Background: an optimization exercise with open tools, aiming at small area, a short achievable clock period and few clock cycles per item. Do not read the settings as production practice.
Only simulation tests tie the RTL to the original design; equivalence was not proved.

### flow/run.sh
#!/bin/bash
# synth_recipe.tcl (not shown) runs the flow's synth.tcl, then flattens the netlist and writes it again
# the make line also repeats each setting of config.mk as NAME=value (left out here)
make -C /OpenROAD-flow-scripts/flow DESIGN_CONFIG=/design/flow/config.mk WORK_HOME=/design/flow/orfs CLKGATE_MAP_FILE= SYNTH_SCRIPT=/design/flow/synth_recipe.tcl finish
### flow/config.mk
export PLATFORM = sky130hd
export DESIGN_NAME = arctan
export DESIGN_NICKNAME = arctan
export VERILOG_FILES = /design/flow/design.v
export SDC_FILE = /design/flow/constraint.sdc
export NUM_CORES = 4
export LEC_CHECK = 0
export ABC_AREA = 1
export CAP_MARGIN = 20
export CORE_MARGIN = 2
export CORE_UTILIZATION = 40
export SETUP_SLACK_MARGIN = 2.6
export SLEW_MARGIN = 20
### flow/constraint.sdc
create_clock -name core_clock -period 5.0 [get_ports {s00_axis_aclk}]
set_input_delay 1.0000 -clock core_clock [delete_from_list [all_inputs] [get_ports {s00_axis_aclk}]]
set_output_delay 1.0000 -clock core_clock [all_outputs]
set_load 0.01 [all_outputs]
### flow/design.v
module arctan #
	(
		parameter integer C_S00_AXIS_TDATA_WIDTH	= 32,
		parameter integer C_M00_AXIS_TDATA_WIDTH	= 32,
    parameter integer ITERATIONS = 16
	)
	(
		input wire  s00_axis_aclk, s00_axis_aresetn,
		input wire  s00_axis_tlast, s00_axis_tvalid,
		input wire [C_S00_AXIS_TDATA_WIDTH-1 : 0] s00_axis_tdata,
		input wire [(C_S00_AXIS_TDATA_WIDTH/8)-1: 0] s00_axis_tstrb,
		output logic  s00_axis_tready,
		input wire  m00_axis_aclk, m00_axis_aresetn,
		input wire  m00_axis_tready,
		output logic  m00_axis_tvalid, m00_axis_tlast,
		output logic [C_M00_AXIS_TDATA_WIDTH-1 : 0] m00_axis_tdata,
		output logic [(C_M00_AXIS_TDATA_WIDTH/8)-1: 0] m00_axis_tstrb
	);
  logic sv;   
  logic ov;   
  wire adv = ~sv;
  logic rdy;   
  assign s00_axis_tready = rdy;
  wire signed [15:0] x_in = s00_axis_tdata[15:0];
  wire signed [15:0] y_in = s00_axis_tdata[31:16];
  logic s0_v;
  logic [4:0] s0_side;
  logic signed [15:0] s0_x, s0_y;
  logic [1:0] s0_q;
  logic [0:0] s0_b;
  logic s1_v;
  logic [4:0] s1_side;
  logic signed [15:0] s1_x, s1_y;
  logic [1:0] s1_q;
  logic [1:0] s1_b;
  logic s2_v;
  logic [4:0] s2_side;
  logic signed [15:0] s2_x, s2_y;
  logic [1:0] s2_q;
  logic [2:0] s2_b;
  logic s3_v;
  logic [4:0] s3_side;
  logic signed [15:0] s3_x, s3_y;
  logic [1:0] s3_q;
  logic [3:0] s3_b;
  logic s4_v;
  logic [4:0] s4_side;
  logic signed [15:0] s4_x, s4_y;
  logic [1:0] s4_q;
  logic [4:0] s4_b;
  logic s5_v;
  logic [4:0] s5_side;
  logic signed [15:0] s5_x, s5_y;
  logic [1:0] s5_q;
  logic [5:0] s5_b;
  logic s6_v;
  logic [4:0] s6_side;
  logic signed [15:0] s6_x, s6_y;
  logic [1:0] s6_q;
  logic [6:0] s6_b;
  logic s7_v;
  logic [4:0] s7_side;
  logic signed [15:0] s7_x, s7_y;
  logic [1:0] s7_q;
  logic [7:0] s7_b;
  logic s8_v;
  logic [4:0] s8_side;
  logic signed [15:0] s8_x, s8_y;
  logic [1:0] s8_q;
  logic [8:0] s8_b;
  logic s9_v;
  logic [4:0] s9_side;
  logic signed [15:0] s9_x, s9_y;
  logic [1:0] s9_q;
  logic [9:0] s9_b;
  logic s10_v;
  logic [4:0] s10_side;
  logic signed [15:0] s10_x, s10_y;
  logic [1:0] s10_q;
  logic [10:0] s10_b;
  logic s11_v;
  logic [4:0] s11_side;
  logic signed [15:0] s11_x, s11_y;
  logic [1:0] s11_q;
  logic [11:0] s11_b;
  logic s12_v;
  logic [4:0] s12_side;
  logic signed [15:0] s12_x, s12_y;
  logic [1:0] s12_q;
  logic [12:0] s12_b;
  logic s13_v;
  logic [4:0] s13_side;
  logic signed [15:0] s13_x, s13_y;
  logic [3:0] s13_kpc;
  logic signed [18:0] s13_kk;
  logic [1:0] s13_q;
  logic [13:0] s13_b;
  logic s14_v;
  logic [4:0] s14_side;
  logic signed [18:0] s14_r;
  logic signed [4:0] s14_pc;
  logic [1:0] s14_bl;
  wire c0_neg = x_in[15];
  wire c0_yneg = y_in[15];
  logic signed [15:0] c0_xf, c0_yf;
  assign c0_xf = (x_in ^ {16{c0_neg}}) + 16'(c0_neg);
  assign c0_yf = (y_in ^ {16{c0_neg}}) + 16'(c0_neg);
  wire c0_dn0 = ~c0_yf[15];   
  logic [0:0] c0_b;
  assign c0_b = {c0_dn0};
  always_ff @(posedge s00_axis_aclk) begin
    if (s00_axis_aresetn == 1'b0) s0_v <= 1'b0;
    else if (adv) s0_v <= s00_axis_tvalid;
  end
  always_ff @(posedge s00_axis_aclk) begin
    if (adv) begin
      s0_x <= c0_xf;
      s0_y <= c0_yf;
      s0_q <= {c0_neg, c0_yneg};
      s0_b <= c0_b;
      s0_side <= {s00_axis_tlast, s00_axis_tstrb};
    end
  end
  wire c1_d0 = s0_b[0];   
  logic signed [15:0] c1_x1, c1_y1;
  logic signed [15:0] c1_x1_op;
  assign c1_x1_op = (s0_y >>> 0);
  logic [16:0] c1_x1_s;
  assign c1_x1_s = {s0_x, 1'b1} + {c1_x1_op ^ {16{s0_y[15]}}, s0_y[15]};
  assign c1_x1 = c1_x1_s[16:1];
  logic signed [15:0] c1_y1_op;
  assign c1_y1_op = (s0_x >>> 0);
  logic [16:0] c1_y1_s;
  assign c1_y1_s = {s0_y, 1'b1} + {c1_y1_op ^ {16{c1_d0}}, c1_d0};
  assign c1_y1 = c1_y1_s[16:1];
  wire c1_dn1 = ~c1_y1[15];   
  logic [1:0] c1_b;
  assign c1_b = {c1_dn1, s0_b};
  always_ff @(posedge s00_axis_aclk) begin
    if (s00_axis_aresetn == 1'b0) s1_v <= 1'b0;
    else if (adv) s1_v <= s0_v;
  end
  always_ff @(posedge s00_axis_aclk) begin
    if (adv) begin
      s1_x <= c1_x1;
      s1_y <= c1_y1;
      s1_q <= s0_q;
      s1_b <= c1_b;
      s1_side <= s0_side;
    end
  end
  wire c2_d1 = s1_b[1];   
  logic signed [15:0] c2_x2, c2_y2;
  logic signed [15:0] c2_x2_op;
  assign c2_x2_op = (s1_y >>> 1);
  logic [16:0] c2_x2_s;
  assign c2_x2_s = {s1_x, 1'b1} + {c2_x2_op ^ {16{s1_y[15]}}, s1_y[15]};
  assign c2_x2 = c2_x2_s[16:1];
  logic signed [15:0] c2_y2_op;
  assign c2_y2_op = (s1_x >>> 1);
  logic [16:0] c2_y2_s;
  assign c2_y2_s = {s1_y, 1'b1} + {c2_y2_op ^ {16{c2_d1}}, c2_d1};
  assign c2_y2 = c2_y2_s[16:1];
  wire c2_dn2 = ~c2_y2[15];   
  logic [2:0] c2_b;
  assign c2_b = {c2_dn2, s1_b};
  always_ff @(posedge s00_axis_aclk) begin
    if (s00_axis_aresetn == 1'b0) s2_v <= 1'b0;
    else if (adv) s2_v <= s1_v;
  end
  always_ff @(posedge s00_axis_aclk) begin
    if (adv) begin
      s2_x <= c2_x2;
      s2_y <= c2_y2;
      s2_q <= s1_q;
      s2_b <= c2_b;
      s2_side <= s1_side;
    end
  end
  wire c3_d2 = s2_b[2];   
  logic signed [15:0] c3_x3, c3_y3;
  logic signed [15:0] c3_x3_op;
  assign c3_x3_op = (s2_y >>> 2);
  logic [16:0] c3_x3_s;
  assign c3_x3_s = {s2_x, 1'b1} + {c3_x3_op ^ {16{s2_y[15]}}, s2_y[15]};
  assign c3_x3 = c3_x3_s[16:1];
  logic signed [15:0] c3_y3_op;
  assign c3_y3_op = (s2_x >>> 2);
  logic [16:0] c3_y3_s;
  assign c3_y3_s = {s2_y, 1'b1} + {c3_y3_op ^ {16{c3_d2}}, c3_d2};
  assign c3_y3 = c3_y3_s[16:1];
  wire c3_dn3 = ~c3_y3[15];   
  logic [3:0] c3_b;
  assign c3_b = {c3_dn3, s2_b};
  always_ff @(posedge s00_axis_aclk) begin
    if (s00_axis_aresetn == 1'b0) s3_v <= 1'b0;
    else if (adv) s3_v <= s2_v;
  end
  always_ff @(posedge s00_axis_aclk) begin
    if (adv) begin
      s3_x <= c3_x3;
      s3_y <= c3_y3;
      s3_q <= s2_q;
      s3_b <= c3_b;
      s3_side <= s2_side;
    end
  end
  wire c4_d3 = s3_b[3];   
  logic signed [15:0] c4_x4, c4_y4;
  logic signed [15:0] c4_x4_op;
  assign c4_x4_op = (s3_y >>> 3);
  logic [16:0] c4_x4_s;
  assign c4_x4_s = {s3_x, 1'b1} + {c4_x4_op ^ {16{s3_y[15]}}, s3_y[15]};
  assign c4_x4 = c4_x4_s[16:1];
  logic signed [15:0] c4_y4_op;
  assign c4_y4_op = (s3_x >>> 3);
  logic [16:0] c4_y4_s;
  assign c4_y4_s = {s3_y, 1'b1} + {c4_y4_op ^ {16{c4_d3}}, c4_d3};
  assign c4_y4 = c4_y4_s[16:1];
  wire c4_dn4 = ~c4_y4[15];   
  logic [4:0] c4_b;
  assign c4_b = {c4_dn4, s3_b};
  always_ff @(posedge s00_axis_aclk) begin
    if (s00_axis_aresetn == 1'b0) s4_v <= 1'b0;
    else if (adv) s4_v <= s3_v;
  end
  always_ff @(posedge s00_axis_aclk) begin
    if (adv) begin
      s4_x <= c4_x4;
      s4_y <= c4_y4;
      s4_q <= s3_q;
      s4_b <= c4_b;
      s4_side <= s3_side;
    end
  end
  wire c5_d4 = s4_b[4];   
  logic signed [15:0] c5_x5, c5_y5;
  logic signed [15:0] c5_x5_op;
  assign c5_x5_op = (s4_y >>> 4);
  logic [16:0] c5_x5_s;
  assign c5_x5_s = {s4_x, 1'b1} + {c5_x5_op ^ {16{s4_y[15]}}, s4_y[15]};
  assign c5_x5 = c5_x5_s[16:1];
  logic signed [15:0] c5_y5_op;
  assign c5_y5_op = (s4_x >>> 4);
  logic [16:0] c5_y5_s;
  assign c5_y5_s = {s4_y, 1'b1} + {c5_y5_op ^ {16{c5_d4}}, c5_d4};
  assign c5_y5 = c5_y5_s[16:1];
  wire c5_dn5 = ~c5_y5[15];   
  logic [5:0] c5_b;
  assign c5_b = {c5_dn5, s4_b};
  always_ff @(posedge s00_axis_aclk) begin
    if (s00_axis_aresetn == 1'b0) s5_v <= 1'b0;
    else if (adv) s5_v <= s4_v;
  end
  always_ff @(posedge s00_axis_aclk) begin
    if (adv) begin
      s5_x <= c5_x5;
      s5_y <= c5_y5;
      s5_q <= s4_q;
      s5_b <= c5_b;
      s5_side <= s4_side;
    end
  end
  wire c6_d5 = s5_b[5];   
  logic signed [15:0] c6_x6, c6_y6;
  logic signed [15:0] c6_x6_op;
  assign c6_x6_op = (s5_y >>> 5);
  logic [16:0] c6_x6_s;
  assign c6_x6_s = {s5_x, 1'b1} + {c6_x6_op ^ {16{s5_y[15]}}, s5_y[15]};
  assign c6_x6 = c6_x6_s[16:1];
  logic signed [15:0] c6_y6_op;
  assign c6_y6_op = (s5_x >>> 5);
  logic [16:0] c6_y6_s;
  assign c6_y6_s = {s5_y, 1'b1} + {c6_y6_op ^ {16{c6_d5}}, c6_d5};
  assign c6_y6 = c6_y6_s[16:1];
  wire c6_dn6 = ~c6_y6[15];   
  logic [6:0] c6_b;
  assign c6_b = {c6_dn6, s5_b};
  always_ff @(posedge s00_axis_aclk) begin
    if (s00_axis_aresetn == 1'b0) s6_v <= 1'b0;
    else if (adv) s6_v <= s5_v;
  end
  always_ff @(posedge s00_axis_aclk) begin
    if (adv) begin
      s6_x <= c6_x6;
      s6_y <= c6_y6;
      s6_q <= s5_q;
      s6_b <= c6_b;
      s6_side <= s5_side;
    end
  end
  wire c7_d6 = s6_b[6];   
  logic signed [15:0] c7_x7, c7_y7;
  logic signed [15:0] c7_x7_op;
  assign c7_x7_op = (s6_y >>> 6);
  logic [16:0] c7_x7_s;
  assign c7_x7_s = {s6_x, 1'b1} + {c7_x7_op ^ {16{s6_y[15]}}, s6_y[15]};
  assign c7_x7 = c7_x7_s[16:1];
  logic signed [15:0] c7_y7_op;
  assign c7_y7_op = (s6_x >>> 6);
  logic [16:0] c7_y7_s;
  assign c7_y7_s = {s6_y, 1'b1} + {c7_y7_op ^ {16{c7_d6}}, c7_d6};
  assign c7_y7 = c7_y7_s[16:1];
  wire c7_dn7 = ~c7_y7[15];   
  logic [7:0] c7_b;
  assign c7_b = {c7_dn7, s6_b};
  always_ff @(posedge s00_axis_aclk) begin
    if (s00_axis_aresetn == 1'b0) s7_v <= 1'b0;
    else if (adv) s7_v <= s6_v;
  end
  always_ff @(posedge s00_axis_aclk) begin
    if (adv) begin
      s7_x <= c7_x7;
      s7_y <= c7_y7;
      s7_q <= s6_q;
      s7_b <= c7_b;
      s7_side <= s6_side;
    end
  end
  wire c8_d7 = s7_b[7];   
  logic signed [15:0] c8_x8, c8_y8;
  logic signed [15:0] c8_x8_op;
  assign c8_x8_op = (s7_y >>> 7);
  logic [16:0] c8_x8_s;
  assign c8_x8_s = {s7_x, 1'b1} + {c8_x8_op ^ {16{s7_y[15]}}, s7_y[15]};
  assign c8_x8 = c8_x8_s[16:1];
  logic signed [15:0] c8_y8_op;
  assign c8_y8_op = (s7_x >>> 7);
  logic [16:0] c8_y8_s;
  assign c8_y8_s = {s7_y, 1'b1} + {c8_y8_op ^ {16{c8_d7}}, c8_d7};
  assign c8_y8 = c8_y8_s[16:1];
  wire c8_dn8 = ~c8_y8[15];   
  logic [8:0] c8_b;
  assign c8_b = {c8_dn8, s7_b};
  always_ff @(posedge s00_axis_aclk) begin
    if (s00_axis_aresetn == 1'b0) s8_v <= 1'b0;
    else if (adv) s8_v <= s7_v;
  end
  always_ff @(posedge s00_axis_aclk) begin
    if (adv) begin
      s8_x <= c8_x8;
      s8_y <= c8_y8;
      s8_q <= s7_q;
      s8_b <= c8_b;
      s8_side <= s7_side;
    end
  end
  wire c9_d8 = s8_b[8];   
  logic signed [15:0] c9_x9, c9_y9;
  logic signed [15:0] c9_x9_op;
  assign c9_x9_op = (s8_y >>> 8);
  logic [16:0] c9_x9_s;
  assign c9_x9_s = {s8_x, 1'b1} + {c9_x9_op ^ {16{s8_y[15]}}, s8_y[15]};
  assign c9_x9 = c9_x9_s[16:1];
  logic signed [15:0] c9_y9_op;
  assign c9_y9_op = (s8_x >>> 8);
  logic [16:0] c9_y9_s;
  assign c9_y9_s = {s8_y, 1'b1} + {c9_y9_op ^ {16{c9_d8}}, c9_d8};
  assign c9_y9 = c9_y9_s[16:1];
  wire c9_dn9 = ~c9_y9[15];   
  logic [9:0] c9_b;
  assign c9_b = {c9_dn9, s8_b};
  always_ff @(posedge s00_axis_aclk) begin
    if (s00_axis_aresetn == 1'b0) s9_v <= 1'b0;
    else if (adv) s9_v <= s8_v;
  end
  always_ff @(posedge s00_axis_aclk) begin
    if (adv) begin
      s9_x <= c9_x9;
      s9_y <= c9_y9;
      s9_q <= s8_q;
      s9_b <= c9_b;
      s9_side <= s8_side;
    end
  end
  wire c10_d9 = s9_b[9];   
  logic signed [15:0] c10_x10, c10_y10;
  logic signed [15:0] c10_x10_op;
  assign c10_x10_op = (s9_y >>> 9);
  logic [16:0] c10_x10_s;
  assign c10_x10_s = {s9_x, 1'b1} + {c10_x10_op ^ {16{s9_y[15]}}, s9_y[15]};
  assign c10_x10 = c10_x10_s[16:1];
  logic signed [15:0] c10_y10_op;
  assign c10_y10_op = (s9_x >>> 9);
  logic [16:0] c10_y10_s;
  assign c10_y10_s = {s9_y, 1'b1} + {c10_y10_op ^ {16{c10_d9}}, c10_d9};
  assign c10_y10 = c10_y10_s[16:1];
  wire c10_dn10 = ~c10_y10[15];   
  logic [10:0] c10_b;
  assign c10_b = {c10_dn10, s9_b};
  always_ff @(posedge s00_axis_aclk) begin
    if (s00_axis_aresetn == 1'b0) s10_v <= 1'b0;
    else if (adv) s10_v <= s9_v;
  end
  always_ff @(posedge s00_axis_aclk) begin
    if (adv) begin
      s10_x <= c10_x10;
      s10_y <= c10_y10;
      s10_q <= s9_q;
      s10_b <= c10_b;
      s10_side <= s9_side;
    end
  end
  wire c11_d10 = s10_b[10];   
  logic signed [15:0] c11_x11, c11_y11;
  logic signed [15:0] c11_x11_op;
  assign c11_x11_op = (s10_y >>> 10);
  logic [16:0] c11_x11_s;
  assign c11_x11_s = {s10_x, 1'b1} + {c11_x11_op ^ {16{s10_y[15]}}, s10_y[15]};
  assign c11_x11 = c11_x11_s[16:1];
  logic signed [15:0] c11_y11_op;
  assign c11_y11_op = (s10_x >>> 10);
  logic [16:0] c11_y11_s;
  assign c11_y11_s = {s10_y, 1'b1} + {c11_y11_op ^ {16{c11_d10}}, c11_d10};
  assign c11_y11 = c11_y11_s[16:1];
  wire c11_dn11 = ~c11_y11[15];   
  logic [11:0] c11_b;
  assign c11_b = {c11_dn11, s10_b};
  always_ff @(posedge s00_axis_aclk) begin
    if (s00_axis_aresetn == 1'b0) s11_v <= 1'b0;
    else if (adv) s11_v <= s10_v;
  end
  always_ff @(posedge s00_axis_aclk) begin
    if (adv) begin
      s11_x <= c11_x11;
      s11_y <= c11_y11;
      s11_q <= s10_q;
      s11_b <= c11_b;
      s11_side <= s10_side;
    end
  end
  wire c12_d11 = s11_b[11];   
  logic signed [15:0] c12_x12, c12_y12;
  logic signed [15:0] c12_x12_op;
  assign c12_x12_op = (s11_y >>> 11);
  logic [16:0] c12_x12_s;
  assign c12_x12_s = {s11_x, 1'b1} + {c12_x12_op ^ {16{s11_y[15]}}, s11_y[15]};
  assign c12_x12 = c12_x12_s[16:1];
  logic signed [15:0] c12_y12_op;
  assign c12_y12_op = (s11_x >>> 11);
  logic [16:0] c12_y12_s;
  assign c12_y12_s = {s11_y, 1'b1} + {c12_y12_op ^ {16{c12_d11}}, c12_d11};
  assign c12_y12 = c12_y12_s[16:1];
  wire c12_dn12 = ~c12_y12[15];   
  logic [12:0] c12_b;
  assign c12_b = {c12_dn12, s11_b};
  always_ff @(posedge s00_axis_aclk) begin
    if (s00_axis_aresetn == 1'b0) s12_v <= 1'b0;
    else if (adv) s12_v <= s11_v;
  end
  always_ff @(posedge s00_axis_aclk) begin
    if (adv) begin
      s12_x <= c12_x12;
      s12_y <= c12_y12;
      s12_q <= s11_q;
      s12_b <= c12_b;
      s12_side <= s11_side;
    end
  end
  wire c13_d12 = s12_b[12];   
  logic signed [15:0] c13_x13, c13_y13;
  logic signed [15:0] c13_x13_op;
  assign c13_x13_op = (s12_y >>> 12);
  logic [16:0] c13_x13_s;
  assign c13_x13_s = {s12_x, 1'b1} + {c13_x13_op ^ {16{s12_y[15]}}, s12_y[15]};
  assign c13_x13 = c13_x13_s[16:1];
  logic signed [15:0] c13_y13_op;
  assign c13_y13_op = (s12_x >>> 12);
  logic [16:0] c13_y13_s;
  assign c13_y13_s = {s12_y, 1'b1} + {c13_y13_op ^ {16{c13_d12}}, c13_d12};
  assign c13_y13 = c13_y13_s[16:1];
  logic signed [18:0] c13_k, c13_k0, c13_k1, c13_k2;
  assign c13_k0 = (s12_b[4] ? (s12_b[3] ? (s12_b[2] ? (s12_b[1] ? (s12_b[0] ? 19'sd53037 : 19'sd1567) : (s12_b[0] ? 19'sd22653 : -19'sd28817)) : (s12_b[1] ? (s12_b[0] ? 19'sd36983 : -19'sd14487) : (s12_b[0] ? 19'sd6599 : -19'sd44871))) : (s12_b[2] ? (s12_b[1] ? (s12_b[0] ? 19'sd44889 : -19'sd6581) : (s12_b[0] ? 19'sd14505 : -19'sd36965)) : (s12_b[1] ? (s12_b[0] ? 19'sd28835 : -19'sd22635) : (s12_b[0] ? -19'sd1549 : -19'sd53019)))) : (s12_b[3] ? (s12_b[2] ? (s12_b[1] ? (s12_b[0] ? 19'sd48947 : -19'sd2523) : (s12_b[0] ? 19'sd18563 : -19'sd32907)) : (s12_b[1] ? (s12_b[0] ? 19'sd32893 : -19'sd18577) : (s12_b[0] ? 19'sd2509 : -19'sd48961))) : (s12_b[2] ? (s12_b[1] ? (s12_b[0] ? 19'sd40799 : -19'sd10671) : (s12_b[0] ? 19'sd10415 : -19'sd41055)) : (s12_b[1] ? (s12_b[0] ? 19'sd24745 : -19'sd26725) : (s12_b[0] ? -19'sd5639 : -19'sd57109)))));
  assign c13_k1 = (s12_b[4] ? (s12_b[3] ? (s12_b[2] ? (s12_b[1] ? (s12_b[0] ? 19'sd155980 : 19'sd104510) : (s12_b[0] ? 19'sd125596 : 19'sd74126)) : (s12_b[1] ? (s12_b[0] ? 19'sd139926 : 19'sd88456) : (s12_b[0] ? 19'sd109542 : 19'sd58072))) : (s12_b[2] ? (s12_b[1] ? (s12_b[0] ? 19'sd147832 : 19'sd96362) : (s12_b[0] ? 19'sd117448 : 19'sd65978)) : (s12_b[1] ? (s12_b[0] ? 19'sd131778 : 19'sd80308) : (s12_b[0] ? 19'sd101394 : 19'sd49924)))) : (s12_b[3] ? (s12_b[2] ? (s12_b[1] ? (s12_b[0] ? 19'sd151890 : 19'sd100420) : (s12_b[0] ? 19'sd121506 : 19'sd70036)) : (s12_b[1] ? (s12_b[0] ? 19'sd135836 : 19'sd84366) : (s12_b[0] ? 19'sd105452 : 19'sd53982))) : (s12_b[2] ? (s12_b[1] ? (s12_b[0] ? 19'sd143742 : 19'sd92272) : (s12_b[0] ? 19'sd113358 : 19'sd61888)) : (s12_b[1] ? (s12_b[0] ? 19'sd127688 : 19'sd76218) : (s12_b[0] ? 19'sd97304 : 19'sd45834)))));
  assign c13_k2 = (s12_b[4] ? (s12_b[3] ? (s12_b[2] ? (s12_b[1] ? (s12_b[0] ? -19'sd49906 : -19'sd101376) : (s12_b[0] ? -19'sd80290 : -19'sd131760)) : (s12_b[1] ? (s12_b[0] ? -19'sd65960 : -19'sd117430) : (s12_b[0] ? -19'sd96344 : -19'sd147814))) : (s12_b[2] ? (s12_b[1] ? (s12_b[0] ? -19'sd58054 : -19'sd109524) : (s12_b[0] ? -19'sd88438 : -19'sd139908)) : (s12_b[1] ? (s12_b[0] ? -19'sd74108 : -19'sd125578) : (s12_b[0] ? -19'sd104492 : -19'sd155962)))) : (s12_b[3] ? (s12_b[2] ? (s12_b[1] ? (s12_b[0] ? -19'sd53996 : -19'sd105466) : (s12_b[0] ? -19'sd84380 : -19'sd135850)) : (s12_b[1] ? (s12_b[0] ? -19'sd70050 : -19'sd121520) : (s12_b[0] ? -19'sd100434 : -19'sd151904))) : (s12_b[2] ? (s12_b[1] ? (s12_b[0] ? -19'sd62144 : -19'sd113614) : (s12_b[0] ? -19'sd92528 : -19'sd143998)) : (s12_b[1] ? (s12_b[0] ? -19'sd78198 : -19'sd129668) : (s12_b[0] ? -19'sd108582 : -19'sd160052)))));
  assign c13_k = s12_q[1] ? (s12_q[0] ? c13_k2 : c13_k1) : c13_k0;
  logic [3:0] c13_pc;
  assign c13_pc = (s12_b[12] ? (s12_b[11] ? (s12_b[10] ? (s12_b[9] ? (s12_b[8] ? (s12_b[7] ? (s12_b[6] ? (s12_b[5] ? 4'd8 : 4'd7) : (s12_b[5] ? 4'd7 : 4'd6)) : (s12_b[6] ? (s12_b[5] ? 4'd7 : 4'd6) : (s12_b[5] ? 4'd6 : 4'd5))) : (s12_b[7] ? (s12_b[6] ? (s12_b[5] ? 4'd7 : 4'd6) : (s12_b[5] ? 4'd6 : 4'd5)) : (s12_b[6] ? (s12_b[5] ? 4'd6 : 4'd5) : (s12_b[5] ? 4'd5 : 4'd4)))) : (s12_b[8] ? (s12_b[7] ? (s12_b[6] ? (s12_b[5] ? 4'd7 : 4'd6) : (s12_b[5] ? 4'd6 : 4'd5)) : (s12_b[6] ? (s12_b[5] ? 4'd6 : 4'd5) : (s12_b[5] ? 4'd5 : 4'd4))) : (s12_b[7] ? (s12_b[6] ? (s12_b[5] ? 4'd6 : 4'd5) : (s12_b[5] ? 4'd5 : 4'd4)) : (s12_b[6] ? (s12_b[5] ? 4'd5 : 4'd4) : (s12_b[5] ? 4'd4 : 4'd3))))) : (s12_b[9] ? (s12_b[8] ? (s12_b[7] ? (s12_b[6] ? (s12_b[5] ? 4'd7 : 4'd6) : (s12_b[5] ? 4'd6 : 4'd5)) : (s12_b[6] ? (s12_b[5] ? 4'd6 : 4'd5) : (s12_b[5] ? 4'd5 : 4'd4))) : (s12_b[7] ? (s12_b[6] ? (s12_b[5] ? 4'd6 : 4'd5) : (s12_b[5] ? 4'd5 : 4'd4)) : (s12_b[6] ? (s12_b[5] ? 4'd5 : 4'd4) : (s12_b[5] ? 4'd4 : 4'd3)))) : (s12_b[8] ? (s12_b[7] ? (s12_b[6] ? (s12_b[5] ? 4'd6 : 4'd5) : (s12_b[5] ? 4'd5 : 4'd4)) : (s12_b[6] ? (s12_b[5] ? 4'd5 : 4'd4) : (s12_b[5] ? 4'd4 : 4'd3))) : (s12_b[7] ? (s12_b[6] ? (s12_b[5] ? 4'd5 : 4'd4) : (s12_b[5] ? 4'd4 : 4'd3)) : (s12_b[6] ? (s12_b[5] ? 4'd4 : 4'd3) : (s12_b[5] ? 4'd3 : 4'd2)))))) : (s12_b[10] ? (s12_b[9] ? (s12_b[8] ? (s12_b[7] ? (s12_b[6] ? (s12_b[5] ? 4'd7 : 4'd6) : (s12_b[5] ? 4'd6 : 4'd5)) : (s12_b[6] ? (s12_b[5] ? 4'd6 : 4'd5) : (s12_b[5] ? 4'd5 : 4'd4))) : (s12_b[7] ? (s12_b[6] ? (s12_b[5] ? 4'd6 : 4'd5) : (s12_b[5] ? 4'd5 : 4'd4)) : (s12_b[6] ? (s12_b[5] ? 4'd5 : 4'd4) : (s12_b[5] ? 4'd4 : 4'd3)))) : (s12_b[8] ? (s12_b[7] ? (s12_b[6] ? (s12_b[5] ? 4'd6 : 4'd5) : (s12_b[5] ? 4'd5 : 4'd4)) : (s12_b[6] ? (s12_b[5] ? 4'd5 : 4'd4) : (s12_b[5] ? 4'd4 : 4'd3))) : (s12_b[7] ? (s12_b[6] ? (s12_b[5] ? 4'd5 : 4'd4) : (s12_b[5] ? 4'd4 : 4'd3)) : (s12_b[6] ? (s12_b[5] ? 4'd4 : 4'd3) : (s12_b[5] ? 4'd3 : 4'd2))))) : (s12_b[9] ? (s12_b[8] ? (s12_b[7] ? (s12_b[6] ? (s12_b[5] ? 4'd6 : 4'd5) : (s12_b[5] ? 4'd5 : 4'd4)) : (s12_b[6] ? (s12_b[5] ? 4'd5 : 4'd4) : (s12_b[5] ? 4'd4 : 4'd3))) : (s12_b[7] ? (s12_b[6] ? (s12_b[5] ? 4'd5 : 4'd4) : (s12_b[5] ? 4'd4 : 4'd3)) : (s12_b[6] ? (s12_b[5] ? 4'd4 : 4'd3) : (s12_b[5] ? 4'd3 : 4'd2)))) : (s12_b[8] ? (s12_b[7] ? (s12_b[6] ? (s12_b[5] ? 4'd5 : 4'd4) : (s12_b[5] ? 4'd4 : 4'd3)) : (s12_b[6] ? (s12_b[5] ? 4'd4 : 4'd3) : (s12_b[5] ? 4'd3 : 4'd2))) : (s12_b[7] ? (s12_b[6] ? (s12_b[5] ? 4'd4 : 4'd3) : (s12_b[5] ? 4'd3 : 4'd2)) : (s12_b[6] ? (s12_b[5] ? 4'd3 : 4'd2) : (s12_b[5] ? 4'd2 : 4'd1))))))) : (s12_b[11] ? (s12_b[10] ? (s12_b[9] ? (s12_b[8] ? (s12_b[7] ? (s12_b[6] ? (s12_b[5] ? 4'd7 : 4'd6) : (s12_b[5] ? 4'd6 : 4'd5)) : (s12_b[6] ? (s12_b[5] ? 4'd6 : 4'd5) : (s12_b[5] ? 4'd5 : 4'd4))) : (s12_b[7] ? (s12_b[6] ? (s12_b[5] ? 4'd6 : 4'd5) : (s12_b[5] ? 4'd5 : 4'd4)) : (s12_b[6] ? (s12_b[5] ? 4'd5 : 4'd4) : (s12_b[5] ? 4'd4 : 4'd3)))) : (s12_b[8] ? (s12_b[7] ? (s12_b[6] ? (s12_b[5] ? 4'd6 : 4'd5) : (s12_b[5] ? 4'd5 : 4'd4)) : (s12_b[6] ? (s12_b[5] ? 4'd5 : 4'd4) : (s12_b[5] ? 4'd4 : 4'd3))) : (s12_b[7] ? (s12_b[6] ? (s12_b[5] ? 4'd5 : 4'd4) : (s12_b[5] ? 4'd4 : 4'd3)) : (s12_b[6] ? (s12_b[5] ? 4'd4 : 4'd3) : (s12_b[5] ? 4'd3 : 4'd2))))) : (s12_b[9] ? (s12_b[8] ? (s12_b[7] ? (s12_b[6] ? (s12_b[5] ? 4'd6 : 4'd5) : (s12_b[5] ? 4'd5 : 4'd4)) : (s12_b[6] ? (s12_b[5] ? 4'd5 : 4'd4) : (s12_b[5] ? 4'd4 : 4'd3))) : (s12_b[7] ? (s12_b[6] ? (s12_b[5] ? 4'd5 : 4'd4) : (s12_b[5] ? 4'd4 : 4'd3)) : (s12_b[6] ? (s12_b[5] ? 4'd4 : 4'd3) : (s12_b[5] ? 4'd3 : 4'd2)))) : (s12_b[8] ? (s12_b[7] ? (s12_b[6] ? (s12_b[5] ? 4'd5 : 4'd4) : (s12_b[5] ? 4'd4 : 4'd3)) : (s12_b[6] ? (s12_b[5] ? 4'd4 : 4'd3) : (s12_b[5] ? 4'd3 : 4'd2))) : (s12_b[7] ? (s12_b[6] ? (s12_b[5] ? 4'd4 : 4'd3) : (s12_b[5] ? 4'd3 : 4'd2)) : (s12_b[6] ? (s12_b[5] ? 4'd3 : 4'd2) : (s12_b[5] ? 4'd2 : 4'd1)))))) : (s12_b[10] ? (s12_b[9] ? (s12_b[8] ? (s12_b[7] ? (s12_b[6] ? (s12_b[5] ? 4'd6 : 4'd5) : (s12_b[5] ? 4'd5 : 4'd4)) : (s12_b[6] ? (s12_b[5] ? 4'd5 : 4'd4) : (s12_b[5] ? 4'd4 : 4'd3))) : (s12_b[7] ? (s12_b[6] ? (s12_b[5] ? 4'd5 : 4'd4) : (s12_b[5] ? 4'd4 : 4'd3)) : (s12_b[6] ? (s12_b[5] ? 4'd4 : 4'd3) : (s12_b[5] ? 4'd3 : 4'd2)))) : (s12_b[8] ? (s12_b[7] ? (s12_b[6] ? (s12_b[5] ? 4'd5 : 4'd4) : (s12_b[5] ? 4'd4 : 4'd3)) : (s12_b[6] ? (s12_b[5] ? 4'd4 : 4'd3) : (s12_b[5] ? 4'd3 : 4'd2))) : (s12_b[7] ? (s12_b[6] ? (s12_b[5] ? 4'd4 : 4'd3) : (s12_b[5] ? 4'd3 : 4'd2)) : (s12_b[6] ? (s12_b[5] ? 4'd3 : 4'd2) : (s12_b[5] ? 4'd2 : 4'd1))))) : (s12_b[9] ? (s12_b[8] ? (s12_b[7] ? (s12_b[6] ? (s12_b[5] ? 4'd5 : 4'd4) : (s12_b[5] ? 4'd4 : 4'd3)) : (s12_b[6] ? (s12_b[5] ? 4'd4 : 4'd3) : (s12_b[5] ? 4'd3 : 4'd2))) : (s12_b[7] ? (s12_b[6] ? (s12_b[5] ? 4'd4 : 4'd3) : (s12_b[5] ? 4'd3 : 4'd2)) : (s12_b[6] ? (s12_b[5] ? 4'd3 : 4'd2) : (s12_b[5] ? 4'd2 : 4'd1)))) : (s12_b[8] ? (s12_b[7] ? (s12_b[6] ? (s12_b[5] ? 4'd4 : 4'd3) : (s12_b[5] ? 4'd3 : 4'd2)) : (s12_b[6] ? (s12_b[5] ? 4'd3 : 4'd2) : (s12_b[5] ? 4'd2 : 4'd1))) : (s12_b[7] ? (s12_b[6] ? (s12_b[5] ? 4'd3 : 4'd2) : (s12_b[5] ? 4'd2 : 4'd1)) : (s12_b[6] ? (s12_b[5] ? 4'd2 : 4'd1) : (s12_b[5] ? 4'd1 : 4'd0))))))));
  wire c13_dn13 = ~c13_y13[15];   
  logic [13:0] c13_b;
  assign c13_b = {c13_dn13, s12_b};
  always_ff @(posedge s00_axis_aclk) begin
    if (s00_axis_aresetn == 1'b0) s13_v <= 1'b0;
    else if (adv) s13_v <= s12_v;
  end
  always_ff @(posedge s00_axis_aclk) begin
    if (adv) begin
      s13_x <= c13_x13;
      s13_y <= c13_y13;
      s13_kpc <= c13_pc;
      s13_kk <= c13_k;
      s13_q <= s12_q;
      s13_b <= c13_b;
      s13_side <= s12_side;
    end
  end
  wire c14_d13 = s13_b[13];   
  logic signed [15:0] c14_y14;
  logic signed [15:0] c14_y14_op;
  assign c14_y14_op = (s13_x >>> 13);
  logic [16:0] c14_y14_s;
  assign c14_y14_s = {s13_y, 1'b1} + {c14_y14_op ^ {16{c14_d13}}, c14_d13};
  assign c14_y14 = c14_y14_s[16:1];
  wire c14_d14 = ~c14_y14[15];   
  logic signed [18:0] c14_k;
  assign c14_k = s13_kk;
  logic [18:0] c14_bv;
  assign c14_bv = {1'b0, 1'b0, 1'b0, 1'b0, 1'b0, 1'b0, 1'b0, s13_b[5], s13_b[6], s13_b[7], s13_b[8], s13_b[9], s13_b[10], s13_b[11], s13_b[12], 1'b0, 1'b0, 1'b0, 1'b0};
  logic signed [18:0] c14_r;
  logic [8:0] c14_lo;
  assign c14_lo = {1'b0, c14_k[11:4]} + {1'b0, c14_bv[11:4]};
  logic [6:0] c14_h0, c14_h1;
  assign c14_h0 = c14_k[18:12];
  assign c14_h1 = c14_k[18:12] + 7'd1;
  assign c14_r = {c14_lo[8] ? c14_h1 : c14_h0, c14_lo[7:0], c14_k[3:0]};
  logic [3:0] c14_pc;
  assign c14_pc = s13_kpc;
  logic signed [4:0] c14_t;
  assign c14_t = {3'b000, s13_b[13], s13_b[13]} - {1'b0, c14_pc};
  logic [14:0] c14_b;
  assign c14_b = {c14_d14, s13_b};
  always_ff @(posedge s00_axis_aclk) begin
    if (s00_axis_aresetn == 1'b0) s14_v <= 1'b0;
    else if (adv) s14_v <= s13_v;
  end
  always_ff @(posedge s00_axis_aclk) begin
    if (adv) begin
      s14_r <= c14_r;
      s14_pc <= c14_t;
      s14_bl <= c14_b[14:13];
      s14_side <= s13_side;
    end
  end
  logic signed [18:0] c15_ph;
  logic [18:0] c15_su;
  assign c15_su = {s14_r[18:1], 1'b1} + {18'(s14_pc), s14_bl[1]};
  assign c15_ph = {c15_su[18:1], s14_r[0]};
      logic signed [18:0] o_ph;
      logic signed [18:0] k_ph;
      logic [4:0] o_side, k_side;
      wire push = adv & s14_v;
      wire load_o = m00_axis_tready | ~ov;
      always_ff @(posedge s00_axis_aclk) begin
        if (s00_axis_aresetn == 1'b0) begin
          ov <= 1'b0;
          sv <= 1'b0;
        end else if (load_o) begin
          ov <= sv | push;
          sv <= 1'b0;
        end else begin
          sv <= sv | push;
        end
      end
  always_ff @(posedge s00_axis_aclk) begin
    if (s00_axis_aresetn == 1'b0) rdy <= 1'b1;
    else if (load_o) rdy <= 1'b1;
    else rdy <= ~(sv | push);
  end
      always_ff @(posedge s00_axis_aclk) begin
        if (load_o) begin
          o_ph <= sv ? 19'(k_ph) : c15_ph;
          o_side <= sv ? k_side : s14_side;
        end
        if (adv) begin
          k_ph <= c15_ph;
          k_side <= s14_side;
        end
      end
      assign m00_axis_tvalid = ov;
  logic [12:0] o_sx;
  always_ff @(posedge s00_axis_aclk) begin
    o_sx[0] <= load_o ? (sv ? k_ph[18] : c15_ph[18]) : o_ph[18];
    for (int i = 1; i < 13; i++) o_sx[i] <= load_o ? (sv ? k_ph[18] : c15_ph[18]) : o_sx[i-1];
  end
  assign m00_axis_tdata = {o_sx, o_ph};
      assign m00_axis_tlast = o_side[4];
      assign m00_axis_tstrb = o_side[3:0];
    endmodule
==> impl_metrics.py, run 1 <==
metrics = {
    "clock_network": {
        "max-clock-path-buffers": 3,
        "tritoncts_clock_tree": "yes",
        "clk-insertion-delay-late_ns": 0.67,
        "clock_sinks": 763,
        "cts.clk_slew.worst_paths_ns": 0.06,
        "h_tree_lvl_count": 3,
        "root_buffer": "sky130_fd_sc_hd__clkbuf_16",
        "tritoncts.num_buffers": 89,
        "cts_hold_repair.buffers": 0,
    },
    "placement": {
        "dpl-instance-area_mm2": 0.0490,
        "port_buffers": 79,
        "globalplace.congestion": 0.851,
        "post-dp-hpwl_um": 74200,
    },
    "outcome": {
        "status": "no timing/DRC/antenna violations",
    },
    "setup_path": {
        "worst-path-buf-inv": 1,
        "path_class": "register to register",
        "cp_cell_sequence": "buf_4, xor2_1, ha_1, a21oi_1, o21ai_1, nand2_1, o221ai_1, xor2_1",
        "worstPathRequired_ns": 5.39,
        "max_stage_delay_ns": 0.43,
        "critical_path_cell_with_the_highest_stage_delay": "sky130_fd_sc_hd__edfxtp_1",
        "worst_path_most_repeated_cell": "sky130_fd_sc_hd__xor2_1",
        "startpoint_type": "register",
        "family_with_the_most_delay_on_the_worst_path": "compound AO/OA/AOI/OAI gates",
        "path_max_fanout": 4,
        "timing.critical_path.to_type": "register",
        "crit_cells": 8,
        "crit_arrival_ns": 2.82,
        "reg2regPathDepth": 8,
    },
    "synthesis": {
        "synthCells": 4739,
        "yosys.area.top_type_share": 0.457,
        "yosys_warns": 1,
        "synth_cell_type_count": 58,
        "yosys.area.top_type": "sky130_fd_sc_hd__edfxtp_1",
        "share_of_flip_flops_with_an_asynchronous_set_or_reset_after_synthesis": 0,
        "mappedNetlistArea_mm2": 0.0466,
        "yosys.cell_count.top_type": "sky130_fd_sc_hd__nand2_1",
        "synth.net_count": 5165,
        "ys_seq_area_frac": 0.480,
        "synthTopCellsByArea": "sky130_fd_sc_hd__edfxtp_1 (46%), sky130_fd_sc_hd__xor2_1 (10%), sky130_fd_sc_hd__ha_1 (10%)",
        "synth-edff-count": 708,
        "yosys-top-cells-count": "sky130_fd_sc_hd__nand2_1 (939), sky130_fd_sc_hd__edfxtp_1 (708), sky130_fd_sc_hd__xor2_1 (551)",
        "synth_ff_type": "sky130_fd_sc_hd__edfxtp_1",
        "synth_seq_cells": 763,
        "post_synth.cell_area_avg_um2": 9.82,
    },
    "routing": {
        "wl_per_cell_um": 15.4,
        "drt_drc_violations_left": 0,
        "antenna_left": 0,
        "routed-via-count": 33200,
        "drt_iter0_drc": 1737,
        "wirelength_um": 103000,
        "detailedRoute.firstPassIterationCount": 6,
        "vias_per_cell": 4.98,
    },
    "global_route": {
        "grt.total_usage": 0.164,
        "grt-busiest-layer": "met2",
        "gr-total-overflow": 0,
        "grt_pass1_vias": 31400,
        "wire_length_of_the_first_global_routing_pass_um": 161000,
        "met3_usage": 0.0214,
        "use_met1": 0.214,
        "met2_usage": 0.285,
        "initial_antenna_violation_count": 0,
        "grt_max_degree": 190,
    },
    "cells_and_area": {
        "register_area_mm2": 0.0224,
        "fillCellCount": 10600,
        "design_area_mm2": 0.0559,
        "multi_input_area_mm2": 0.0244,
        "finish.net_count": 5500,
        "antennaDiodeCount": 0,
        "layout-drive-gt1-share": 0.153,
        "flow.area_growth_from_synthesis_pct": 20.1,
    },
    "timing": {
        "timing_worst_slew_pin_value_ns": 1.04,
        "min_period_ns": 2.43,
        "skew_ns": 0.0380,
        "timing_hold_violations_final": 0,
        "layout_worst_path_cycle_share": 0.486,
        "max-slew-margin-rel": 0.304,
        "unrepaired_setup_endpoints_after_global_routing": "true",
        "timing.final.setup_violations": 0,
        "clock.fmax_ghz": 0.412,
        "timing.final.max_slew_violations": 0,
        "final.setup.tns_ns": 0,
    },
    "floorplanning": {
        "die_area_mm2": 0.119,
        "floorplan.rows": 125,
        "top_ports": 82,
        "core_ar_mm2": 0.116,
        "die_y_um": 345,
        "die-width_um": 345,
        "start_util": 0.402,
    },
    "min_path": {
        "worst_hold_path.num_cells": 0,
        "min-delay-path-class": "register to register",
    },
    "flow_run": {
        "cap_viol_max_count": 0,
    },
}
-- what timing repair did --
action	CTS	global route
gates cloned	0	2
pin swaps	17	197
setup endpoints to repair	297	187
hold endpoints to repair	0	0
gates resized for setup	136	463
buffers inserted	94	128
-- worst paths after layout --
kind	startpoint	endpoint	slack, ns
max reg2reg	s6_y[15]$_DFFE_PN_	s7_x[11]$_DFFE_PN_	2.57
min	s9_side[1]$_DFFE_PN_	s10_side[1]$_DFFE_PN_	0.40
max	s6_y[15]$_DFFE_PN_	s7_x[11]$_DFFE_PN_	2.57
min reg2reg	s9_side[1]$_DFFE_PN_	s10_side[1]$_DFFE_PN_	0.40
-- cell type report --
class / instances / share of cell area
inverter: 395 / 0.0270
clock buffer: 106 / 0.0417
multi-input combinational: 3514 / 0.437
tap: 1524 / 0.0341
sequential: 763 / 0.400
timing repair buffer: 311 / 0.0507
clock inverter: 59 / 0.00982
-- cell usage in the layout (no fill, tap or decap), types with 14 or more instances in the layout --
cell type | Yosys | final
sky130_fd_sc_hd__nor2_1 | 279 | 250
sky130_fd_sc_hd__o21ai_2 | 2 | 36
sky130_fd_sc_hd__o21bai_1 | 23 | 16
sky130_fd_sc_hd__clkbuf_1 | 24 | 15
sky130_fd_sc_hd__a21o_1 | 51 | 51
sky130_fd_sc_hd__a21oi_2 | 0 | 90
sky130_fd_sc_hd__dfxtp_1 | 55 | 54
sky130_fd_sc_hd__clkinv_1 | 2 | 21
sky130_fd_sc_hd__xor2_2 | 6 | 24
sky130_fd_sc_hd__nand2_2 | 3 | 48
sky130_fd_sc_hd__buf_12 | 1 | 19
sky130_fd_sc_hd__clkinv_2 | 0 | 15
sky130_fd_sc_hd__edfxtp_1 | 708 | 708
sky130_fd_sc_hd__o31ai_1 | 20 | 20
sky130_fd_sc_hd__nor2_2 | 2 | 28
sky130_fd_sc_hd__a21oi_1 | 384 | 286
sky130_fd_sc_hd__inv_1 | 392 | 382
sky130_fd_sc_hd__ha_4 | 0 | 37
sky130_fd_sc_hd__ha_1 | 378 | 316
sky130_fd_sc_hd__xor2_1 | 551 | 524
sky130_fd_sc_hd__nand3b_1 | 25 | 25
sky130_fd_sc_hd__clkbuf_16 | 0 | 92
sky130_fd_sc_hd__nand2_1 | 939 | 891
sky130_fd_sc_hd__xnor2_1 | 142 | 140
sky130_fd_sc_hd__o21ai_1 | 12 | 43
sky130_fd_sc_hd__nand4_1 | 27 | 27
sky130_fd_sc_hd__a21boi_2 | 0 | 14
sky130_fd_sc_hd__nand3_2 | 2 | 26
sky130_fd_sc_hd__dlygate4sd2_1 | 0 | 34
sky130_fd_sc_hd__o21ai_0 | 232 | 164
sky130_fd_sc_hd__ha_2 | 0 | 25
sky130_fd_sc_hd__nor3_1 | 56 | 45
sky130_fd_sc_hd__nand3_1 | 244 | 219
sky130_fd_sc_hd__clkdlybuf4s50_1 | 0 | 39
sky130_fd_sc_hd__buf_4 | 5 | 191
sky130_fd_sc_hd__buf_6 | 3 | 19
-- sequential cells by signal, summed over array words and instances, names as in the netlist, 19 cells and up --
signal and cells:
k_ph 19, o_ph 19, s13_kk 19, s14_r 19
-- metrics by stage --
step | utilization | hold WS (ns) | setup slack (ns) | cells
floorplan | - | 0.400 | 2.40 | 4739
global route | 0.483 | 0.417 | 2.42 | 6672
global placement | 0.424 | 0.401 | 1.71 | 6283
CTS | 0.459 | 0.407 | 2.54 | 6542
detailed placement | 0.424 | 0.405 | 1.63 | 6283
finish | 0.483 | 0.405 | 2.57 | 6672
-- worst reg2reg max path, cell delays in order, from the launching register on --
cell and delay [ns]:
sky130_fd_sc_hd__edfxtp_1 0.43, sky130_fd_sc_hd__buf_4 0.19, sky130_fd_sc_hd__xor2_1 0.16, sky130_fd_sc_hd__ha_1 0.35, sky130_fd_sc_hd__a21oi_1 0.33, sky130_fd_sc_hd__o21ai_1 0.17, sky130_fd_sc_hd__nand2_1 0.11, sky130_fd_sc_hd__o221ai_1 0.20
sky130_fd_sc_hd__xor2_1 0.21
-- logic make-up (layout without fill, tap and decap cells) --
| kind of cell | count (synthesis) | after routing | synth area share |
|---|---|---|---|
| simple gates | 1613 | 1614 | 0.145 |
| compound gates | 814 | 814 | 0.0976 |
| flops | 763 | 763 | 0.480 |
| xor+xnor | 702 | 702 | 0.134 |
| buf+inv | 463 | 871 | 0.0392 |
| fa+ha+maj | 383 | 383 | 0.104 |
| mux | 1 | 1 | 0.000215 |
-- routing by layer --
| metal | wire length (µm) | part of all wire | vias up |
|---|---|---|---|
| li1 | - | - | 17000 |
| met4 | 2300 | 0.022 | 0 |
| met1 | 46700 | 0.45 | 15600 |
| met5 | 0 | 0 | - |
| met3 | 3250 | 0.032 | 151 |
| met2 | 50600 | 0.49 | 489 |
Testbench counts, summed over its fixed seeds: cycles 16,128, items 16,000.
==> run 2, diff against run 1 <==
--- a/flow/config.mk
+++ b/flow/config.mk
@@ -9,5 +9,5 @@
 export CAP_MARGIN = 20
 export CORE_MARGIN = 2
 export CORE_UTILIZATION = 40
-export SETUP_SLACK_MARGIN = 2.6
+export SETUP_SLACK_MARGIN = 2.4
 export SLEW_MARGIN = 20
==> run 2 against run 1 <==
  * Synthesized cell count unchanged
  * Clock skew down 0.0017 ns
  * Wire length down 3.8%
  * Hold slack worse by 0.014 ns
  * Non-clock buffer count down 118
  * Critical endpoint is now m00_axis_tdata[4]
  * Largest cell class unchanged
==> impl_metrics.py, run 2 <==
metrics = {
    "outcome": {
        "status": "no timing/DRC/antenna violations",
    },
    "timing": {
        "final.setup.tns_ns": 0,
        "timing_hold_violations_final": 0,
        "skew_ns": 0.0362,
        "min_period_ns": 2.53,
        "clock.fmax_ghz": 0.395,
        "max-slew-margin-rel": 0.445,
        "unrepaired_setup_endpoints_after_global_routing": "true",
        "timing.final.max_slew_violations": 0,
        "timing_worst_slew_pin_value_ns": 0.832,
        "whs_ns": 0.390,
        "timing.final.setup_violations": 0,
        "layout_worst_path_cycle_share": 0.507,
    },
    "clock_network": {
        "cts_hold_repair.buffers": 0,
        "max-clock-path-buffers": 3,
        "tritoncts_clock_tree": "yes",
        "root_buffer": "sky130_fd_sc_hd__clkbuf_16",
        "clk-insertion-delay-late_ns": 0.67,
        "clock_sinks": 763,
        "h_tree_lvl_count": 3,
        "cts.clk_slew.worst_paths_ns": 0.06,
        "tritoncts.num_buffers": 87,
    },
    "synthesis": {
        "synth.net_count": 5165,
        "synth_ff_type": "sky130_fd_sc_hd__edfxtp_1",
        "yosys.area.top_type_share": 0.457,
        "post_synth.cell_area_avg_um2": 9.82,
        "share_of_flip_flops_with_an_asynchronous_set_or_reset_after_synthesis": 0,
        "ys_seq_area_frac": 0.480,
        "synth_cell_type_count": 58,
        "synth-edff-count": 708,
        "synthCells": 4739,
        "yosys.cell_count.top_type": "sky130_fd_sc_hd__nand2_1",
        "yosys-top-cells-count": "sky130_fd_sc_hd__nand2_1 (939), sky130_fd_sc_hd__edfxtp_1 (708), sky130_fd_sc_hd__xor2_1 (551)",
        "synthTopCellsByArea": "sky130_fd_sc_hd__edfxtp_1 (46%), sky130_fd_sc_hd__xor2_1 (10%), sky130_fd_sc_hd__ha_1 (10%)",
        "yosys.area.top_type": "sky130_fd_sc_hd__edfxtp_1",
        "yosys_warns": 1,
        "mappedNetlistArea_mm2": 0.0466,
        "synth_seq_cells": 763,
    },
    "routing": {
        "vias_per_cell": 4.93,
        "detailedRoute.firstPassIterationCount": 5,
        "routed-via-count": 32300,
        "drt_drc_violations_left": 0,
        "wl_per_cell_um": 15.1,
        "wirelength_um": 99000,
        "drt_iter0_drc": 1801,
        "antenna_left": 0,
    },
    "setup_path": {
        "path_class": "register to output port",
        "cp_cell_sequence": "clkdlybuf4s50_1",
        "worst-path-buf-inv": 1,
        "family_with_the_most_delay_on_the_worst_path": "buffers and inverters",
        "crit_arrival_ns": 1.53,
        "worstPathRequired_ns": 4.00,
        "critical_path_cell_with_the_highest_stage_delay": "sky130_fd_sc_hd__clkdlybuf4s50_1",
        "setup.worst_path.start": "o_ph[4]$_DFFE_PN_",
        "r2r_start": "s12_b[12]$_DFFE_PN_",
        "path_max_fanout": 1,
        "max_stage_delay_ns": 0.53,
        "startpoint_type": "register",
        "timing.critical_path.to_type": "output port",
    },
    "floorplanning": {
        "floorplan.rows": 125,
        "core_ar_mm2": 0.116,
        "die_y_um": 345,
        "die-width_um": 345,
        "die_area_mm2": 0.119,
        "top_ports": 82,
        "start_util": 0.402,
    },
    "min_path": {
        "min-delay-path-class": "register to register",
        "holdCritStartpoint": "s4_q[1]$_DFFE_PN_",
    },
    "global_route": {
        "initial_antenna_violation_count": 0,
        "gr-total-overflow": 0,
        "grt.total_usage": 0.163,
        "grt_max_degree": 154,
        "grt_pass1_vias": 31000,
        "wire_length_of_the_first_global_routing_pass_um": 160000,
    },
    "cells_and_area": {
        "finalCoreUtilization": 0.461,
        "flow.area_growth_from_synthesis_pct": 14.7,
        "fillCellCount": 10900,
        "most-common-layout-cells": "sky130_fd_sc_hd__nand2_1 (939), sky130_fd_sc_hd__edfxtp_1 (708), sky130_fd_sc_hd__xor2_1 (540)",
        "layout-drive-gt1-share": 0.0680,
        "antennaDiodeCount": 0,
        "finish.net_count": 5381,
        "final_common_cell": "sky130_fd_sc_hd__nand2_1",
    },
    "placement": {
        "port_buffers": 79,
        "globalplace.congestion": 0.859,
        "post-dp-hpwl_um": 74000,
    },
    "flow_run": {
        "cap_viol_max_count": 0,
    },
}
[run 2: cell counts after synthesis]
Identical to the previous run, type by type.
[run 2: final timing paths]
| path | end | slack, ns | cells past startpoint |
|---|---|---|---|
| max reg2reg | s13_y[13]$_DFFE_PN_ | 2.50 | 10 |
| max | m00_axis_tdata[4] | 2.47 | 1 |
| min | s5_q[1]$_DFFE_PN_ | 0.39 | 0 |
| min reg2reg | s5_q[1]$_DFFE_PN_ | 0.39 | 0 |
[run 2: repair_timing]
item	in CTS	in global routing
endpoints found under the hold margin	0	0
setup buffers	66	40
pin swaps	1	11
gates resized for setup	19	94
gates cloned	0	2
endpoints found under the setup margin	162	126
[run 2: area by class of cell]
| cell class | instances | area (µm²) | area share |
|---|---|---|---|
| Inverter | 395 | 1510 | 0.0283 |
| Timing Repair Buffer | 193 | 1910 | 0.0357 |
| Multi-Input combinational cell | 3515 | 22700 | 0.425 |
| Clock inverter | 53 | 641 | 0.0120 |
| Tap cell | 1524 | 1910 | 0.0357 |
| Sequential cell | 763 | 22400 | 0.419 |
| Clock buffer | 109 | 2350 | 0.0441 |
[run 2: routing by layer]
metal | global-route usage | vias to the layer above | part of all wire
met1 | 0.214 | 14900 | 0.46
met5 | 0 | - | 0
met4 | 0.0424 | 0 | 0.023
met2 | 0.283 | 471 | 0.49
met3 | 0.0220 | 130 | 0.032
li1 | - | 16800 | -
[run 2: kinds of logic after synthesis]
family / Yosys count / share of synthesized area
compound gates: 814 / 0.0976
buf+inv: 463 / 0.0392
simple gates: 1613 / 0.145
xor+xnor: 702 / 0.134
fa+ha+maj: 383 / 0.104
flops: 763 / 0.480
mux: 1 / 0.000215
[run 2: per-stage QoR]
| step | cells | setup slack [ns] | instance area [µm²] |
|---|---|---|---|
| 4_1_cts | 6510 | 2.40 | 52800 |
| 5_1_grt | 6552 | 2.35 | 53400 |
| 2_1_floorplan | 4739 | 2.41 | 46600 |
| 6_report | 6552 | 2.47 | 53400 |
| 3_5_place_dp | 6282 | 1.69 | 49100 |
| 3_3_place_gp | 6282 | 1.70 | 49100 |
==> run 3, diff against run 2 <==
--- a/flow/config.mk
+++ b/flow/config.mk
@@ -9,5 +9,5 @@
 export CAP_MARGIN = 20
 export CORE_MARGIN = 2
 export CORE_UTILIZATION = 40
-export SETUP_SLACK_MARGIN = 2.4
+export SETUP_SLACK_MARGIN = 2.5
 export SLEW_MARGIN = 20
==> run 3 against run 2 <==
  * Critical path depth is 9 higher
  * Highest routed layer unchanged
  * Critical endpoint is now s13_y[14]$_DFFE_PN_
  * Worst setup slack better by 0.047 ns
  * Wire length rose by 1.5%
  * First-iteration DRC count rose by 1.6%
  * Core utilization is 0.57 points higher
  * Die area unchanged
  * Synthesized cell count is the same
  * Register-to-register slack about the same
  * Clock-buffer cell count down 3
  * Sequential share of layout area is 0.51 points lower
==> impl_metrics.py, run 3 <==
metrics = {
    "outcome": {
        "status": "no timing/DRC/antenna violations",
    },
    "setup_path": {
        "path_class": "register to register",
        "path_max_fanout": 4,
        "setup.worst_path.start": "s12_b[12]$_DFFE_PN_",
        "r2r_slack_ns": 2.51,
        "startpoint_type": "register",
        "reg2regPathDepth": 10,
        "r2r_start": "s12_b[12]$_DFFE_PN_",
        "timing.critical_path.to_type": "register",
        "worstPathRequired_ns": 5.42,
        "rr_endpoint": "s13_y[14]$_DFFE_PN_",
        "crit_arrival_ns": 2.91,
    },
    "clock_network": {
        "tritoncts_clock_tree": "yes",
        "h_tree_lvl_count": 3,
        "clock_sinks": 763,
        "clk-insertion-delay-late_ns": 0.67,
        "cts.clk_slew.worst_paths_ns": 0.06,
        "tritoncts.num_buffers": 89,
        "max-clock-path-buffers": 3,
        "cts_hold_repair.buffers": 0,
        "root_buffer": "sky130_fd_sc_hd__clkbuf_16",
    },
    "floorplanning": {
        "die-width_um": 345,
        "start_util": 0.402,
        "die_area_mm2": 0.119,
        "floorplan.rows": 125,
        "die_y_um": 345,
        "top_ports": 82,
        "core_ar_mm2": 0.116,
    },
    "timing": {
        "timing.final.max_slew_violations": 0,
        "setup_ws_ns": 2.51,
        "unrepaired_setup_endpoints_after_global_routing": "true",
        "layout_worst_path_cycle_share": 0.497,
        "min_period_ns": 2.49,
        "timing.final.setup_violations": 0,
        "timing_worst_slew_pin_value_ns": 1.04,
        "final.setup.tns_ns": 0,
        "skew_ns": 0.0393,
        "timing_hold_violations_final": 0,
        "max-slew-margin-rel": 0.304,
        "clock.fmax_ghz": 0.402,
    },
    "synthesis": {
        "compound_gate_portion_of_the_synthesized_area": 0.0976,
        "share_of_flip_flops_with_an_asynchronous_set_or_reset_after_synthesis": 0,
        "ys_seq_area_frac": 0.480,
        "yosys_warns": 1,
        "adder_and_majority_cell_fraction_of_the_synthesized_area": 0.104,
        "yosys.cell_count.top_type": "sky130_fd_sc_hd__nand2_1",
        "largest_family_of_logic_cells_by_synthesized_area": "simple AND/OR/NAND/NOR gates",
        "synthTopCellsByArea": "sky130_fd_sc_hd__edfxtp_1 (46%), sky130_fd_sc_hd__xor2_1 (10%), sky130_fd_sc_hd__ha_1 (10%)",
        "synth_ff_type": "sky130_fd_sc_hd__edfxtp_1",
        "synthSimpleGateAreaFrac": 0.145,
        "synth-edff-count": 708,
        "yosys-top-cells-count": "sky130_fd_sc_hd__nand2_1 (939), sky130_fd_sc_hd__edfxtp_1 (708), sky130_fd_sc_hd__xor2_1 (551)",
        "yosys.area.top_type_share": 0.457,
        "synth_seq_cells": 763,
        "xor_and_xnor_area_share_after_synthesis": 0.134,
        "synth.area.mux_share": 0.000215,
        "mappedNetlistArea_mm2": 0.0466,
        "synth.net_count": 5165,
        "yosys.area.top_type": "sky130_fd_sc_hd__edfxtp_1",
        "synthCells": 4739,
        "synth_cell_type_count": 58,
        "post_synth.cell_area_avg_um2": 9.82,
    },
    "routing": {
        "wl_per_cell_um": 15.3,
        "drt_iter0_drc": 1829,
        "routed-via-count": 32700,
        "antenna_left": 0,
        "detailedRoute.firstPassIterationCount": 7,
        "vias_per_cell": 4.97,
        "wirelength_um": 100000,
        "drt_drc_violations_left": 0,
    },
    "cells_and_area": {
        "fillCellCount": 10800,
        "flow.area_growth_from_synthesis_pct": 16.1,
        "finalCoreUtilization": 0.467,
        "most-common-layout-cells": "sky130_fd_sc_hd__nand2_1 (930), sky130_fd_sc_hd__edfxtp_1 (708), sky130_fd_sc_hd__xor2_1 (536)",
        "finish.net_count": 5414,
        "antennaDiodeCount": 0,
        "final_common_cell": "sky130_fd_sc_hd__nand2_1",
        "layout-drive-gt1-share": 0.0952,
    },
    "global_route": {
        "grt_pass1_vias": 31200,
        "wire_length_of_the_first_global_routing_pass_um": 160000,
        "gr-total-overflow": 0,
        "initial_antenna_violation_count": 0,
        "grt_max_degree": 190,
        "grt.total_usage": 0.163,
    },
    "placement": {
        "post-dp-hpwl_um": 74200,
        "globalplace.congestion": 0.851,
        "port_buffers": 79,
        "dpl_worst_slack_ns": 1.63,
    },
    "min_path": {
        "whs_endpoint": "s10_side[1]$_DFFE_PN_",
        "worst_hold_path.num_cells": 0,
        "holdCritStartpoint": "s9_side[1]$_DFFE_PN_",
        "min-delay-path-class": "register to register",
    },
    "flow_run": {
        "cap_viol_max_count": 0,
    },
}
run 3: cell counts after synthesis:
Identical to the previous run, type by type.
run 3: kinds of logic (layout without fill, tap and decap cells):
group	Yosys count	after routing
mux	1	1
fa+ha+maj	383	383
xor+xnor	702	703
simple gates	1613	1613
compound gates	814	814
flops	763	763
buf+inv	463	785
run 3: metrics by stage:
stage / area (µm²) / hold WS, ns / cells
after floorplan: 46600 / 0.400 / 4739
after global placement: 49000 / 0.401 / 6283
after detailed placement: 49000 / 0.405 / 6283
after CTS: 52700 / 0.407 / 6514
after global routing: 54000 / 0.417 / 6586
final: 54000 / 0.405 / 6586
run 3: how the worst max path moves through the flow:
| stage | end | slack [ns] | cells past startpoint |
|---|---|---|---|
| floorplan | s13_y[8]$_DFFE_PN_ | 2.40 | 10 |
| global placement | s0_x[14]$_DFFE_PN_ | 1.71 | 7 |
| detailed placement | s0_x[14]$_DFFE_PN_ | 1.63 | 7 |
| CTS | s13_y[8]$_DFFE_PN_ | 2.50 | 9 |
| global route | s13_y[14]$_DFFE_PN_ | 2.42 | 10 |
| finish | s13_y[14]$_DFFE_PN_ | 2.51 | 10 |
run 3: final cells by class:
| class | count | area [µm²] | area share |
|---|---|---|---|
| multi-input combinational | 3514 | 23300 | 0.430 |
| sequential | 763 | 22400 | 0.414 |
| clock buffer | 106 | 2330 | 0.0432 |
| timing repair buffer | 225 | 2120 | 0.0391 |
| tap | 1524 | 1910 | 0.0353 |
| inverter | 395 | 1510 | 0.0280 |
| clock inverter | 59 | 549 | 0.0102 |
run 3: routing by layer:
metal	track usage	part of all wire	up-vias
li1	-	-	16900
met1	0.213	0.46	15200
met2	0.282	0.49	543
met3	0.0214	0.035	152
met4	0.0508	0.023	0
met5	0	0	-
run 3: repair_timing:
action / 4_1_cts / 5_1_grt
gates resized for setup: 64 / 238
cloned: 0 / 2
buffers inserted: 66 / 70
setup endpoints to repair: 255 / 152
pin swaps: 1 / 65
run 3: critical path: stages (launching register included):
cell and delay [ns]:
sky130_fd_sc_hd__edfxtp_1 0.51, sky130_fd_sc_hd__buf_4 0.20, sky130_fd_sc_hd__buf_4 0.15, sky130_fd_sc_hd__xor2_4 0.20
sky130_fd_sc_hd__ha_1 0.37, sky130_fd_sc_hd__nand2_1 0.10, sky130_fd_sc_hd__nor2_1 0.18, sky130_fd_sc_hd__nand3_1 0.15
sky130_fd_sc_hd__nand3_2 0.16, sky130_fd_sc_hd__a21oi_2 0.08, sky130_fd_sc_hd__xor2_1 0.14

port drivers added, routing unchanged:
No port has a modelled driver above. Below, the same layouts with a new extraction and two added sets of constraints.
Step 1, drivers: a clkbuf_16 drives s00_axis_aclk and a buf_2 each remaining input, both assumed.
Step 2 times the ports against the registers' clock, not the clock port: input delays grow and output delays shrink by t, the midpoint of the rising clock arrivals with the driver on.
Slacks: ideal / step 1 / step 2; pairs: ideal / step 1.
| run | t (ns) | setup slack, ns | worst setup path at the end | pins driven straight from the clock port |
|---|---|---|---|---|
| run 1 | 0.721 | 2.571 / 2.571 / 2.031 | input to register | 1 |
| run 2 | 0.726 | 2.467 / 2.394 / 1.856 | input to register | 1 |
| run 3 | 0.718 | 2.514 / 2.514 / 1.927 | input to register | 1 |
After both steps every run listed still meets setup and hold. For run 2, which loses most, drivers alone change the setup slack by -0.073 ns; drivers and shift together by -0.611 ns.
